What follows belongs to an exercise in optimizing a design on an open flow for small area; a production flow would make more cautious choices.
Only simulation tests tie the RTL to the original design; equivalence was not proved.
Power is estimated from default activity; no workload was simulated.

## design/flow/design.v

```verilog
module gelu_corr (x00, x01, x02, x03, x04, x05, x06, x07, x08, x09, x10, z0, z1, z2, z3, z4);
  input  x00, x01, x02, x03, x04, x05, x06, x07, x08, x09, x10;
  output z0, z1, z2, z3, z4;
  wire new_n17, new_n18, new_n19, new_n20, new_n21, new_n22, new_n23,
    new_n24, new_n25, new_n26, new_n28, new_n29, new_n30, new_n31, new_n32,
    new_n33, new_n34, new_n35, new_n36, new_n37, new_n38, new_n39, new_n40,
    new_n41, new_n42, new_n43, new_n44, new_n45, new_n46, new_n47, new_n48,
    new_n49, new_n50, new_n51, new_n52, new_n53, new_n54, new_n55, new_n56,
    new_n57, new_n58, new_n59, new_n60, new_n61, new_n62, new_n63, new_n64,
    new_n65, new_n66, new_n67, new_n68, new_n69, new_n70, new_n71, new_n72,
    new_n73, new_n74, new_n75, new_n76, new_n77, new_n78, new_n79, new_n80,
    new_n81, new_n82, new_n83, new_n84, new_n85, new_n86, new_n87, new_n88,
    new_n89, new_n90, new_n91, new_n92, new_n93, new_n94, new_n95, new_n96,
    new_n97, new_n99, new_n100, new_n101, new_n102, new_n103, new_n104,
    new_n105, new_n106, new_n107, new_n108, new_n109, new_n110, new_n111,
    new_n112, new_n113, new_n114, new_n115, new_n116, new_n117, new_n118,
    new_n119, new_n121, new_n122, new_n123, new_n124, new_n125, new_n126,
    new_n127, new_n128, new_n129, new_n130, new_n131, new_n132, new_n133,
    new_n134, new_n135, new_n136, new_n137, new_n138, new_n139, new_n140,
    new_n141, new_n142, new_n143, new_n144, new_n145, new_n146, new_n147,
    new_n148, new_n149, new_n150, new_n151, new_n152, new_n153, new_n154,
    new_n155, new_n156, new_n157, new_n158, new_n159, new_n160, new_n161,
    new_n162, new_n163, new_n164, new_n165, new_n166, new_n167, new_n168,
    new_n169, new_n170, new_n171, new_n172, new_n173, new_n174, new_n175,
    new_n176, new_n177, new_n178, new_n179, new_n180, new_n181, new_n182,
    new_n183, new_n184, new_n185, new_n186, new_n187, new_n188, new_n189,
    new_n190, new_n192, new_n193, new_n194, new_n195, new_n196, new_n197,
    new_n198, new_n199, new_n200, new_n201, new_n202, new_n203, new_n204,
    new_n205, new_n206, new_n207, new_n208, new_n209, new_n210, new_n211,
    new_n212, new_n213, new_n214, new_n215, new_n216, new_n217, new_n218,
    new_n219, new_n220, new_n221, new_n222, new_n223, new_n224, new_n225,
    new_n226, new_n227, new_n228, new_n229, new_n230, new_n231, new_n232,
    new_n233, new_n234, new_n235, new_n236, new_n237, new_n238, new_n239,
    new_n240, new_n241, new_n242, new_n243, new_n244, new_n245, new_n246,
    new_n247, new_n248, new_n249, new_n250, new_n251, new_n252, new_n253,
    new_n254, new_n255, new_n256, new_n257, new_n258, new_n259, new_n260,
    new_n261, new_n262, new_n263, new_n264, new_n265, new_n266, new_n267,
    new_n268, new_n269;
  assign new_n17 = ~x08 & ~x09;
  assign new_n18 = ~x10 & new_n17;
  assign new_n19 = x06 & ~x07;
  assign new_n20 = new_n18 & new_n19;
  assign new_n21 = x05 & x06;
  assign new_n22 = ~new_n20 & new_n21;
  assign new_n23 = x02 & ~x04;
  assign new_n24 = ~new_n22 & new_n23;
  assign new_n25 = x02 & ~new_n24;
  assign new_n26 = x00 & x01;
  assign z0 = new_n25 & new_n26;
  assign new_n28 = ~x04 & ~x05;
  assign new_n29 = x02 & x06;
  assign new_n30 = ~x09 & ~x10;
  assign new_n31 = ~x03 & new_n30;
  assign new_n32 = ~x08 & new_n31;
  assign new_n33 = x02 & ~new_n32;
  assign new_n34 = x07 & new_n33;
  assign new_n35 = ~new_n29 & ~new_n34;
  assign new_n36 = ~x05 & ~new_n35;
  assign new_n37 = x08 & ~new_n30;
  assign new_n38 = ~x09 & x10;
  assign new_n39 = ~x07 & ~x10;
  assign new_n40 = ~new_n38 & ~new_n39;
  assign new_n41 = ~new_n37 & ~new_n40;
  assign new_n42 = x06 & ~new_n41;
  assign new_n43 = x03 & ~new_n42;
  assign new_n44 = x08 & x09;
  assign new_n45 = ~x03 & ~new_n44;
  assign new_n46 = new_n37 & ~new_n45;
  assign new_n47 = ~x06 & ~new_n46;
  assign new_n48 = x09 & x10;
  assign new_n49 = x03 & x09;
  assign new_n50 = ~new_n48 & ~new_n49;
  assign new_n51 = ~x02 & x08;
  assign new_n52 = new_n50 & new_n51;
  assign new_n53 = ~new_n47 & ~new_n52;
  assign new_n54 = ~new_n43 & new_n53;
  assign new_n55 = new_n36 & new_n54;
  assign new_n56 = ~new_n28 & ~new_n55;
  assign new_n57 = x03 & x08;
  assign new_n58 = ~x07 & ~new_n48;
  assign new_n59 = ~new_n57 & new_n58;
  assign new_n60 = ~x03 & ~x08;
  assign new_n61 = ~x07 & new_n60;
  assign new_n62 = ~x02 & ~new_n61;
  assign new_n63 = x06 & new_n62;
  assign new_n64 = ~new_n59 & new_n63;
  assign new_n65 = x08 & new_n48;
  assign new_n66 = ~new_n57 & ~new_n65;
  assign new_n67 = new_n34 & ~new_n66;
  assign new_n68 = new_n38 & new_n67;
  assign new_n69 = ~new_n30 & ~new_n48;
  assign new_n70 = ~x03 & new_n69;
  assign new_n71 = x07 & ~new_n60;
  assign new_n72 = ~x08 & x10;
  assign new_n73 = x03 & ~new_n72;
  assign new_n74 = ~new_n71 & ~new_n73;
  assign new_n75 = new_n29 & ~new_n74;
  assign new_n76 = ~new_n70 & new_n75;
  assign new_n77 = x04 & x05;
  assign new_n78 = ~new_n76 & new_n77;
  assign new_n79 = ~new_n68 & new_n78;
  assign new_n80 = ~new_n64 & ~new_n79;
  assign new_n81 = new_n56 & new_n80;
  assign new_n82 = x06 & x07;
  assign new_n83 = ~x06 & ~x07;
  assign new_n84 = x03 & new_n83;
  assign new_n85 = ~new_n82 & ~new_n84;
  assign new_n86 = new_n48 & ~new_n85;
  assign new_n87 = ~x02 & ~new_n83;
  assign new_n88 = ~new_n86 & ~new_n87;
  assign new_n89 = new_n46 & ~new_n88;
  assign new_n90 = ~x05 & ~new_n89;
  assign new_n91 = x02 & ~new_n17;
  assign new_n92 = ~x07 & ~new_n91;
  assign new_n93 = new_n90 & new_n92;
  assign new_n94 = ~x04 & x06;
  assign new_n95 = ~new_n93 & new_n94;
  assign new_n96 = ~new_n81 & ~new_n95;
  assign new_n97 = ~new_n25 & new_n26;
  assign z1 = ~new_n96 & new_n97;
  assign new_n99 = x01 & new_n90;
  assign new_n100 = new_n24 & ~new_n99;
  assign new_n101 = x01 & new_n96;
  assign new_n102 = ~new_n100 & ~new_n101;
  assign new_n103 = x05 & ~new_n67;
  assign new_n104 = ~new_n29 & new_n103;
  assign new_n105 = ~x08 & ~new_n48;
  assign new_n106 = ~new_n49 & new_n105;
  assign new_n107 = x02 & ~new_n57;
  assign new_n108 = ~new_n37 & new_n107;
  assign new_n109 = ~new_n106 & ~new_n108;
  assign new_n110 = ~new_n49 & ~new_n109;
  assign new_n111 = new_n82 & ~new_n110;
  assign new_n112 = ~x01 & ~new_n111;
  assign new_n113 = ~new_n36 & new_n112;
  assign new_n114 = ~new_n104 & new_n113;
  assign new_n115 = new_n83 & new_n90;
  assign new_n116 = new_n21 & new_n62;
  assign new_n117 = x00 & ~new_n116;
  assign new_n118 = ~new_n115 & new_n117;
  assign new_n119 = ~new_n114 & new_n118;
  assign z2 = ~new_n102 & new_n119;
  assign new_n121 = new_n45 & new_n83;
  assign new_n122 = x07 & new_n57;
  assign new_n123 = x06 & ~new_n61;
  assign new_n124 = ~new_n122 & new_n123;
  assign new_n125 = ~new_n121 & ~new_n124;
  assign new_n126 = ~x02 & ~new_n125;
  assign new_n127 = new_n79 & ~new_n126;
  assign new_n128 = x00 & ~new_n127;
  assign new_n129 = ~x06 & ~x09;
  assign new_n130 = x02 & ~x06;
  assign new_n131 = x02 & ~x07;
  assign new_n132 = ~new_n130 & ~new_n131;
  assign new_n133 = ~new_n129 & new_n132;
  assign new_n134 = ~new_n60 & ~new_n130;
  assign new_n135 = x01 & ~new_n134;
  assign new_n136 = ~new_n133 & new_n135;
  assign new_n137 = ~new_n83 & ~new_n136;
  assign new_n138 = new_n28 & ~new_n137;
  assign new_n139 = ~new_n128 & ~new_n138;
  assign new_n140 = x08 & new_n131;
  assign new_n141 = x03 & ~new_n18;
  assign new_n142 = new_n17 & ~new_n141;
  assign new_n143 = x07 & ~new_n142;
  assign new_n144 = ~new_n59 & ~new_n61;
  assign new_n145 = ~new_n143 & new_n144;
  assign new_n146 = ~new_n140 & ~new_n145;
  assign new_n147 = ~x00 & ~new_n146;
  assign new_n148 = new_n50 & new_n83;
  assign new_n149 = ~x08 & new_n148;
  assign new_n150 = ~new_n70 & new_n149;
  assign new_n151 = x03 & ~new_n65;
  assign new_n152 = new_n82 & ~new_n105;
  assign new_n153 = ~new_n151 & new_n152;
  assign new_n154 = new_n65 & new_n83;
  assign new_n155 = x02 & ~new_n154;
  assign new_n156 = ~new_n153 & new_n155;
  assign new_n157 = ~new_n150 & ~new_n156;
  assign new_n158 = ~x04 & ~new_n20;
  assign new_n159 = ~new_n157 & new_n158;
  assign new_n160 = new_n56 & ~new_n159;
  assign new_n161 = ~new_n147 & ~new_n160;
  assign new_n162 = x08 & new_n121;
  assign new_n163 = ~new_n57 & ~new_n60;
  assign new_n164 = x06 & ~new_n17;
  assign new_n165 = ~new_n163 & new_n164;
  assign new_n166 = new_n62 & ~new_n71;
  assign new_n167 = ~new_n165 & new_n166;
  assign new_n168 = ~new_n162 & new_n167;
  assign new_n169 = ~new_n38 & new_n168;
  assign new_n170 = ~x07 & new_n47;
  assign new_n171 = ~new_n169 & new_n170;
  assign new_n172 = ~new_n64 & ~new_n103;
  assign new_n173 = ~x02 & new_n172;
  assign new_n174 = ~new_n171 & new_n173;
  assign new_n175 = x01 & ~new_n174;
  assign new_n176 = ~new_n161 & new_n175;
  assign new_n177 = ~new_n139 & new_n176;
  assign new_n178 = ~x06 & x07;
  assign new_n179 = ~new_n90 & ~new_n178;
  assign new_n180 = ~new_n19 & new_n33;
  assign new_n181 = ~new_n92 & ~new_n180;
  assign new_n182 = ~new_n109 & new_n178;
  assign new_n183 = ~new_n181 & ~new_n182;
  assign new_n184 = new_n90 & ~new_n183;
  assign new_n185 = x01 & ~new_n184;
  assign new_n186 = ~new_n179 & new_n185;
  assign new_n187 = ~new_n114 & ~new_n186;
  assign new_n188 = x00 & ~x04;
  assign new_n189 = ~new_n149 & new_n188;
  assign new_n190 = ~new_n187 & new_n189;
  assign z3 = new_n177 | new_n190;
  assign new_n192 = ~x08 & new_n82;
  assign new_n193 = ~x10 & new_n192;
  assign new_n194 = ~x06 & x10;
  assign new_n195 = ~new_n57 & new_n194;
  assign new_n196 = new_n87 & ~new_n195;
  assign new_n197 = ~new_n193 & new_n196;
  assign new_n198 = ~new_n145 & new_n197;
  assign new_n199 = ~new_n171 & ~new_n198;
  assign new_n200 = new_n45 & ~new_n92;
  assign new_n201 = ~x05 & ~new_n200;
  assign new_n202 = ~new_n199 & new_n201;
  assign new_n203 = new_n105 & new_n130;
  assign new_n204 = new_n37 & ~new_n151;
  assign new_n205 = ~new_n18 & new_n19;
  assign new_n206 = ~new_n204 & new_n205;
  assign new_n207 = ~new_n203 & ~new_n206;
  assign new_n208 = ~new_n157 & new_n207;
  assign new_n209 = ~x04 & ~new_n208;
  assign new_n210 = new_n56 & ~new_n209;
  assign new_n211 = ~new_n202 & new_n210;
  assign new_n212 = ~x02 & ~x06;
  assign new_n213 = ~new_n183 & ~new_n212;
  assign new_n214 = ~new_n17 & new_n134;
  assign new_n215 = ~x06 & new_n48;
  assign new_n216 = x07 & ~new_n215;
  assign new_n217 = ~new_n214 & new_n216;
  assign new_n218 = ~new_n89 & ~new_n217;
  assign new_n219 = ~new_n213 & ~new_n218;
  assign new_n220 = ~new_n31 & new_n148;
  assign new_n221 = ~new_n29 & new_n142;
  assign new_n222 = ~new_n83 & ~new_n131;
  assign new_n223 = ~new_n17 & ~new_n37;
  assign new_n224 = ~new_n222 & new_n223;
  assign new_n225 = ~new_n221 & ~new_n224;
  assign new_n226 = ~new_n220 & ~new_n225;
  assign new_n227 = new_n69 & new_n192;
  assign new_n228 = new_n28 & ~new_n227;
  assign new_n229 = ~new_n226 & new_n228;
  assign new_n230 = ~new_n219 & new_n229;
  assign new_n231 = ~new_n211 & ~new_n230;
  assign new_n232 = x06 & new_n57;
  assign new_n233 = ~new_n219 & new_n232;
  assign new_n234 = ~x03 & new_n38;
  assign new_n235 = new_n130 & new_n234;
  assign new_n236 = ~new_n168 & ~new_n235;
  assign new_n237 = new_n79 & new_n236;
  assign new_n238 = ~new_n233 & new_n237;
  assign new_n239 = new_n26 & ~new_n238;
  assign new_n240 = ~new_n231 & new_n239;
  assign new_n241 = new_n44 & ~new_n148;
  assign new_n242 = new_n131 & ~new_n232;
  assign new_n243 = ~new_n241 & new_n242;
  assign new_n244 = ~new_n141 & new_n212;
  assign new_n245 = ~new_n243 & ~new_n244;
  assign new_n246 = ~new_n111 & new_n245;
  assign new_n247 = ~new_n172 & new_n246;
  assign new_n248 = x07 & ~new_n33;
  assign new_n249 = ~new_n31 & new_n149;
  assign new_n250 = ~new_n248 & ~new_n249;
  assign new_n251 = ~x05 & ~new_n250;
  assign new_n252 = ~x05 & ~new_n53;
  assign new_n253 = ~new_n248 & ~new_n252;
  assign new_n254 = ~new_n251 & ~new_n253;
  assign new_n255 = ~new_n247 & ~new_n254;
  assign new_n256 = ~x00 & ~new_n18;
  assign new_n257 = x03 & ~new_n39;
  assign new_n258 = x04 & ~new_n257;
  assign new_n259 = ~new_n256 & ~new_n258;
  assign new_n260 = ~new_n255 & new_n259;
  assign new_n261 = ~x00 & ~x01;
  assign new_n262 = new_n109 & new_n261;
  assign new_n263 = ~new_n57 & new_n130;
  assign new_n264 = x04 & ~new_n263;
  assign new_n265 = ~new_n26 & ~new_n264;
  assign new_n266 = ~new_n262 & new_n265;
  assign new_n267 = ~new_n139 & new_n266;
  assign new_n268 = ~new_n260 & new_n267;
  assign new_n269 = ~new_n176 & new_n268;
  assign z4 = new_n240 | new_n269;
endmodule
module Gelu (
    input  [2:0] in_scale,
    input        g,
    input  [7:0] x,
    output [7:0] y
);
wire       sign = x[7];
wire [6:0] m    = x[6:0] ^ {7{sign}};
wire [4:0] ct;
gelu_corr u_c (
    .x00(in_scale[2]), .x01(in_scale[1]), .x02(in_scale[0]), .x03(sign),
    .x04(m[6]), .x05(m[5]), .x06(m[4]), .x07(m[3]), .x08(m[2]), .x09(m[1]), .x10(m[0]),
    .z0(ct[4]), .z1(ct[3]), .z2(ct[2]), .z3(ct[1]), .z4(ct[0])
);
wire [6:0] a = x[6:0] & {7{~sign & g}};
wire [6:0] c = {2'b00, ct & {5{g}}};
wire [7:0] b;                        
assign b[0] = 1'b0;
genvar i;
generate
    for (i = 0; i < 7; i = i + 1) begin : sub
        wire p = a[i] ^ c[i];
        assign y[i]   = p ^ b[i];
        assign b[i+1] = (~a[i] & c[i]) | (~p & b[i]);
    end
endgenerate
assign y[7] = b[7];
endmodule
module Gelu_Top
(
    input clk,
    input rst_n,
    input gelu,
    input [2:0]    in_scale,
    input [8 *32-1:0]    dat_in,
    output[8 *32-1:0]    dat_out,
    input  in_vld,
    output out_vld
);
wire [8 *32-1:0] y;
genvar i;
generate
    for (i = 0; i < 32; i = i + 1) begin : act
        Gelu u_Gelu (
            .in_scale (in_scale),
            .g        (gelu),
            .x        (dat_in[i*8 +: 8]),
            .y        (y[i*8 +: 8])
        );
    end
endgenerate
reg [8 *32-1:0] y_reg;
reg vld_reg;
always @(posedge clk) y_reg <= y;
always @(posedge clk or negedge rst_n)
    if (!rst_n) vld_reg <= 1'b0;
    else        vld_reg <= in_vld;
assign dat_out = y_reg;
assign out_vld = vld_reg;
endmodule
```

## design/flow/flow/run.sh

```bash
#!/bin/bash
# Own layout flow: the standard ORFS flow (standard.sh) with these changes:
#  - synthesis maps the logic with its own ABC script (flow/abc_area.script: a
#    balanced AIG mapped for area under a 2.5 ns delay target, with no buffering or
#    upsizing inside ABC, as OpenROAD repairs timing later) and without
#    Yosys's full/half-adder extraction;
#  - ports are buffered with sky130_fd_sc_hd__buf_1;
#  - CTS clusters up to 20 sinks within 80 um per leaf buffer and adds no dummy loads.
# make's output goes to flow_make.log here; ORFS keeps each step's log under orfs/logs.
set -euo pipefail
W=$(pwd)
rm -rf "$W/scripts"
cp -r "$FLOW_HOME/scripts" "$W/scripts"
cp "$W/flow/abc_area.script" "$W/scripts/abc_area.script"
export SCRIPTS_DIR="$W/scripts"
bash standard.sh ADDER_MAP_FILE= \
  "BUFFER_PORTS_ARGS=-buffer_cell sky130_fd_sc_hd__buf_1" \
  "CTS_ARGS=-sink_clustering_enable -repair_clock_nets -dont_use_dummy_load -sink_clustering_size 20 -sink_clustering_max_diameter 80" \
  finish > "$W/flow_make.log" 2>&1
```

## design/flow/flow/abc_area.script

```
strash
&get -n
&b
&put
dch
map -D 2500
topo
```

## design/flow/standard.sh

```bash
#!/bin/bash
# synth_recipe.tcl (not shown) runs the flow's synth.tcl, then flattens the netlist and writes it again
# the make line also repeats each setting of config.mk as NAME=value (left out here)
make -C /OpenROAD-flow-scripts/flow DESIGN_CONFIG=/design/flow/config.mk WORK_HOME=/design/flow/orfs CLKGATE_MAP_FILE= SYNTH_SCRIPT=/design/flow/synth_recipe.tcl "${@:-finish}"
```

## design/flow/config.mk

```make
export PLATFORM = sky130hd
export DESIGN_NAME = Gelu_Top
export DESIGN_NICKNAME = Gelu_Top
export VERILOG_FILES = /design/flow/design.v
export SDC_FILE = /design/flow/constraint.sdc
export NUM_CORES = 8
export LEC_CHECK = 0
export ABC_AREA = 1
export CAP_MARGIN = 20
export CORE_MARGIN = 2
export CORE_UTILIZATION = 40
export GPL_TIMING_DRIVEN = 0
export SETUP_SLACK_MARGIN = 0.15
export SLEW_MARGIN = 20
```

## design/flow/constraint.sdc

```tcl
create_clock -name core_clock -period 6.0 [get_ports {clk}]
set_input_delay 1.2000 -clock core_clock [delete_from_list [all_inputs] [get_ports {clk}]]
set_output_delay 1.2000 -clock core_clock [all_outputs]
set_load 0.01 [all_outputs]
```

==> results of run 1 <==
-- stage by stage --
| step | hold WS, ns | setup slack, ns | instance area (sq um) | power (mW) | TNS, ns |
|---|---|---|---|---|---|
| 6_report | 0.3602 | 0.3735 | 46080 | 8.982 | 0 |
| 5_1_grt | 0.3326 | 0.09634 | 46080 | 9.522 | 0 |
| 4_1_cts | 0.3274 | 0.1566 | 45740 | 8.817 | 0 |
| 3_5_place_dp | 0.9638 | -2.091 | 44790 | 6.876 | -239.06 |
| 3_3_place_gp | 0.9627 | -15.29 | 44040 | 6.987 | -3682.38 |
| 2_1_floorplan | 0.9044 | 0.3297 | 40470 | 5.280 | 0 |
-- placed cells by master (no fill, tap or decap), drive strengths merged, types with 61 or more instances in the layout --
cell type	Yosys	routed
o21ai	533	533
a211oi	108	108
buf	0	535
o22ai	94	94
clkbuf	0	63
o211ai	131	131
clkinv	931	906
o221ai	61	61
nand2	1549	1549
nor2	1378	1378
nor3	291	291
xnor2	169	169
a32oi	87	87
xor2	69	69
a21oi	668	668
dfxtp	256	256
a31oi	126	126
nand3	362	362
-- cell families after synthesis --
group,after synthesis,share of synthesized area
flip-flops,257,0.1273
adder cells (fa/ha/maj),3,0.0007426
buffers and inverters,931,0.08641
XOR/XNOR,238,0.05154
AO/OA/AOI/OAI,2280,0.3571
AND/OR/NAND/NOR,3728,0.3769
-- worst min-delay path by stage --
stage | start | endpoint | slack [ns] | cells past startpoint
final | rst_n | vld_reg | 0.36 | 1
after global routing | rst_n | vld_reg | 0.33 | 1
after CTS | rst_n | vld_reg | 0.33 | 1
after detailed placement | rst_n | vld_reg | 0.96 | 1
after global placement | rst_n | vld_reg | 0.96 | 1
after floorplan | rst_n | vld_reg | 0.90 | 0
-- critical path, stage by stage --
cell,delay (ns)
clkbuf_4,0.26
clkinv_16,0.15
buf_16,0.39
buf_16,0.53
o21ai_0,0.33
a2111oi_0,0.71
nand2_1,0.18
nand3_1,0.15
a21oi_1,0.10
o32ai_1,0.28
a32o_1,0.21
nand3_1,0.12
nor2_1,0.13
a21oi_1,0.07
o21ai_0,0.31
a21boi_0,0.20
o22ai_1,0.29
nand2_1,0.14
xor2_1,0.16
-- where the power goes --
part	total, mW	switching, mW	leakage (nW)	internal, mW
combinational	4.92	3.45	14.1	1.48
clock	1.88	0.837	0.444	1.04
sequential	2.18	0.137	2.14	2.04
total	8.98	4.42	16.7	4.56
-- layer usage --
layer / vias to the layer above / global-route usage / wire (um)
li1: 27550 / - / -
met1: 26440 / 0.4463 / 73410
met2: 5232 / 0.5557 / 83660
met3: 1257 / 0.09652 / 27260
met4: 12 / 0.1839 / 12410
met5: - / 0 / 92
-- final cells by class --
cell class,count,area share
Antenna cell,18,0.0009774
Clock buffer,36,0.01955
Tap cell,1298,0.03524
Inverter,931,0.07960
Timing Repair Buffer,563,0.06065
Sequential cell,257,0.1118
Multi-Input combinational cell,6249,0.6922
-- what timing repair did --
action,in CTS,in global routing
pin swaps,2,0
endpoints found under the setup margin,157,91
gates resized for setup,8,87
buffers inserted,2,11
gates cloned,0,1
==> results_dict.tcl, run 1 <==
set metrics [dict create \
    num_vias 60490 \
    ctsLongestPathBuffers 3 \
    multiInputGateArea_sq_um 31900 \
    die_h_um 322.0 \
    finalCritPeriodShare 0.9377 \
    hold_buffers 0 \
    final_cells 9352 \
    setup_viol 0 \
    synth.yosys.warnings 1 \
    fillers 10830 \
    status "no timing/DRC/antenna violations" \
    drt_pre_antenna_iters 10 \
    drtIter0Drc 11040 \
    dpl.cell_count 9284 \
    clk_pin_slew_worst_paths_ns 0.08 \
    synth_nets 7700 \
    io_buffer_count 519 \
    grt-ovfl-total 0 \
    finalHoldViolCount 0 \
    layout-drive-gt1-share 0.03410 \
    synth.area.top_cells "nand2_1 14%, nor2_1 13%, dfxtp_1 13%" \
    vias_per_cell 6.468 \
    grt_usage 0.3558 \
    start_kind "input pin" \
    yosysMostFrequentCell "nand2_1" \
    synth.avg_cell_area_sq_um 5.438 \
    largest_reg_flops 256 \
    cts_made_buffers 36 \
    path_max_fanout 159 \
    critPathCapture "y_reg[102]" \
    ys_seq_area_frac 0.1273 \
    fin_crit_ns 5.626 \
    cp.arrival_ns 6.15 \
    grt_pass1_vias 54460 \
    clockRootBuffer "clkbuf_16" \
    cellPowerDensity_nw_per_um2 194.9 \
    syn_area_sq_um 40440 \
    wirelength_mm 196.8 \
    yosys_register_bits 257 \
    synth_largest_area_cell "nand2_1" \
    start_util 0.4038 \
    drv_slew 0 \
    synth-edff-count 0 \
    yosysTopAreaCellShare 0.1438 \
    ant_nets 0 \
    maxCapViolations 0 \
    cts_tree "done" \
    synth_ff_type "dfxtp_1" \
    fin_util 0.4602 \
    netlist_instances 7437 \
    slew_headroom 0.2905 \
    hpwl_mm 144.2 \
    io_pins 520 \
    place_congestion 1.054 \
    cp.required_ns 6.52 \
    synthTopCellsByCount "1,549 x nand2_1, 1,378 x nor2_1, 931 x clkinv_1" \
    ys_async_sr_fraction 0.003891 \
    grt_max_degree 209 \
    hold_path.class "input pin to asynchronous set/reset pin" \
    drt-wirelength-per-cell_um 21.05 \
    nets 8301 \
    synthToLayoutAreaGrowth_pct 13.95 \
    rows 116 \
    rsz0062_at_grt "true" \
    drc 0 \
    peakVddDrop_mv 0.1960 \
    endpoint_kind "register" \
    antenna_found_initial 23 \
    path_class "input pin to register" \
    die_x_um 322.0 \
    ys_types 48 \
    seqCellArea_sq_um 5150 \
    htree_levels 2 \
    leakage_nw 16.66 \
    cp-startpoint "in_scale[0]" \
    grt_pass1_wl_mm 300.2 \
    worst_pin_slew_ns 1.057 \
    max_freq_ghz 0.1777 \
    numClockSinks 257 \
    dieArea_sq_um 103700 \
    core_sq_um 100100 \
]
==> run 2: changes to the inputs <==
--- a/design/flow/config.mk
+++ b/design/flow/config.mk
@@ -12,2 +12,3 @@
 export GPL_TIMING_DRIVEN = 0
+export PLACE_DENSITY = 0.7
 export SETUP_SLACK_MARGIN = 0.15
==> results_dict.tcl, run 2 <==
set metrics [dict create \
    final_common_cell "nand2_1" \
    synth_compound_gate_area_share 0.3571 \
    maxCapViolations 0 \
    drt-wirelength-per-cell_um 21.58 \
    yosysTopAreaCellShare 0.1438 \
    finalPower_mw 8.695 \
    synth_top_family_by_area "simple AND/OR/NAND/NOR gates" \
    synthSimpleGateAreaFrac 0.3769 \
    worst_pin_slew_ns 1.050 \
    path_common_cell "o21ai_0" \
    clk_pin_slew_worst_paths_ns 0.08 \
    worst_hold_slack_ns 0.3585 \
    finalHoldViolCount 0 \
    final_area_sq_um 45880 \
    drv_slew 0 \
    synth_ff_type "dfxtp_1" \
    syn_area_sq_um 40440 \
    layout_setup_ws_ns 0.2649 \
    synthToLayoutAreaGrowth_pct 13.44 \
    crit_chain "buf_2 -> buf_16 -> buf_12 -> clkinv_16 -> buf_16 -> nor2_1 -> clkinv_1 -> a21oi_1 -> a31oi_1 -> nand2_1 -> o21ai_0 -> o311ai_0 -> o32ai_2 -> xor2_1 -> a21boi_0 -> o21ai_0 -> maj3_1 -> o2bb2ai_1 -> o21ai_0 -> nand2_1" \
    synthTopCellsByCount "1,549 x nand2_1, 1,378 x nor2_1, 931 x clkinv_1" \
    start_util 0.4038 \
    nets 8292 \
    clockRootBuffer "clkbuf_16" \
    final_cell_mix "1,549 x nand2_1, 1,357 x nor2_1, 899 x clkinv_1" \
    grt_pass1_vias 54660 \
    hold_path.class "input pin to asynchronous set/reset pin" \
    yosysMostFrequentCell "nand2_1" \
    antenna_found_initial 14 \
    max_stage_delay_ns 0.46 \
    grt_usage 0.3629 \
    netlist_instances 7437 \
    cp.required_ns 6.46 \
    num_vias 60580 \
    vias_per_cell 6.491 \
    wirelength_mm 201.4 \
    ys_types 48 \
    muxShareOfSynthArea 0 \
    largest_reg_flops 256 \
    preCtsSetupSlack_ns -2.535 \
    rsz0062_at_grt "false" \
    rows 116 \
    io_buffer_count 519 \
    drt_pre_antenna_iters 8 \
    postPlaceCellArea_sq_um 44760 \
    place_congestion 1.044 \
    synth-edff-count 0 \
    slew_headroom 0.2949 \
    hold_buffers 0 \
    synth_nets 7700 \
    path_class "input pin to register" \
    start_kind "input pin" \
    finalCritPeriodShare 0.9559 \
    ys_async_sr_fraction 0.003891 \
    ctsLongestPathBuffers 3 \
    hpwl_mm 147.4 \
    numClockSinks 257 \
    peakVddDrop_mv 0.2501 \
    drc 0 \
    crit_family "compound AO/OA/AOI/OAI gates" \
    io_pins 520 \
    drtIter0Drc 10740 \
    fin_crit_ns 5.735 \
    cp_slowest_cell "a21boi_0" \
    htree_levels 1 \
    status "no timing/DRC/antenna violations" \
    grt-ovfl-total 0 \
    synth_largest_area_cell "nand2_1" \
    grt_max_degree 107 \
    cellPowerDensity_nw_per_um2 189.5 \
    grt_pass1_wl_mm 305.0 \
    dpl.cell_count 9282 \
    endpoint_kind "register" \
    layout-drive-gt1-share 0.03339 \
    core_sq_um 100100 \
    max_freq_ghz 0.1744 \
    path_buf_inv 6 \
    fin_util 0.4581 \
    synth.avg_cell_area_sq_um 5.438 \
    cp.arrival_ns 6.19 \
    ant_nets 0 \
    cts_made_buffers 28 \
    dieArea_sq_um 103700 \
    cts_tree "done" \
    leakage_nw 16.59 \
    yosys_register_bits 257 \
    final_cells 9333 \
    synth.yosys.warnings 1 \
    setup_tns_ns 0 \
    path_max_fanout 84 \
    synth_xor_area_frac 0.05154 \
    die_h_um 322.0 \
    ys_seq_area_frac 0.1273 \
    die_x_um 322.0 \
    synth.area.top_cells "nand2_1 14%, nor2_1 13%, dfxtp_1 13%" \
    setup_viol 0 \
    synth-adder-area-share 0.0007425 \
]
run 2: cell counts after synthesis:
Identical to the previous run, type by type.
run 2: layout make-up:
type / count / area (sq um)
fill: 10740 / 54270
multi-input combinational: 6249 / 31920
sequential: 257 / 5150
inverter: 931 / 3669
timing repair buffer: 560 / 2764
tap: 1298 / 1624
clock buffer: 28 / 700.7
timing repair inverter: 2 / 27.53
antenna: 8 / 20.02
run 2: cells by family after synthesis:
kind of cell / after synthesis
and+or+nand+nor: 3728
AOI/OAI and AO/OA: 2280
buffers and inverters: 931
DFF: 257
xor gates and xnor gates: 238
adders and majority gates: 3
run 2: final timing paths:
kind | startpoint | cells after the start | endpoint | slack, ns
setup / recovery | in_scale[0] | 20 | y_reg[205] | 0.26
hold / removal | rst_n | 1 | vld_reg | 0.36
min in group core_clock | in_vld | 1 | vld_reg | 0.70
max in group asynchronous | rst_n | 1 | vld_reg | 5.55
run 2: repair_timing:
| item | CTS | global route |
|---|---|---|
| endpoints found under the setup margin | 161 | 90 |
| pin swaps | 3 | 0 |
| hold endpoints to repair | 0 | 0 |
| gates cloned | 2 | 1 |
| setup buffers | 3 | 9 |
| gates resized for setup | 15 | 84 |
run 2: power breakdown:
group	internal (mW)	leakage [nW]	switching, mW
clock	0.804	0.345	0.739
combinational	1.48	14.1	3.52
sequential	2.04	2.14	0.117
total	4.32	16.6	4.37
run 2: per-layer routing:
metal / wire, um / vias up / GRT usage
met3: 26570 / 1322 / 0.08507
met1: 74620 / 26660 / 0.4513
met4: 13590 / 10 / 0.1984
met2: 86530 / 5064 / 0.5767
met5: 69 / - / 0
li1: - / 27520 / -

-- port drivers added, routing unchanged --
How much do the figures lean on ideal ports? The routed layouts below were timed once more, with nothing changed but the port constraints. Step 1 assumes that a clkbuf_16 drives the clock port and a buf_2 every other input. Step 2, shift: input delay + t, output delay - t, t = (earliest + latest rising clock arrival at the registers) / 2. This alone moves slack from input paths to output paths. a / b / c = ideal / step 1 / step 2; a / b = the first two.
run	t, ns	slack for setup (ns)	hold slack, ns	worst setup path after step 2	pins driven straight from the clock port
run 1	0.680	0.374 / 0.423 / -0.257	0.360 / 0.309 / 0.989	input to register	1
run 2	0.701	0.265 / 0.306 / -0.395	0.359 / 0.307 / 1.008	input to register	1
Met with ideal ports but missed after step 2: setup timing in run 1 and run 2. For run 2, which loses most, drivers alone change the setup slack by +0.041 ns; drivers and shift together by -0.660 ns.
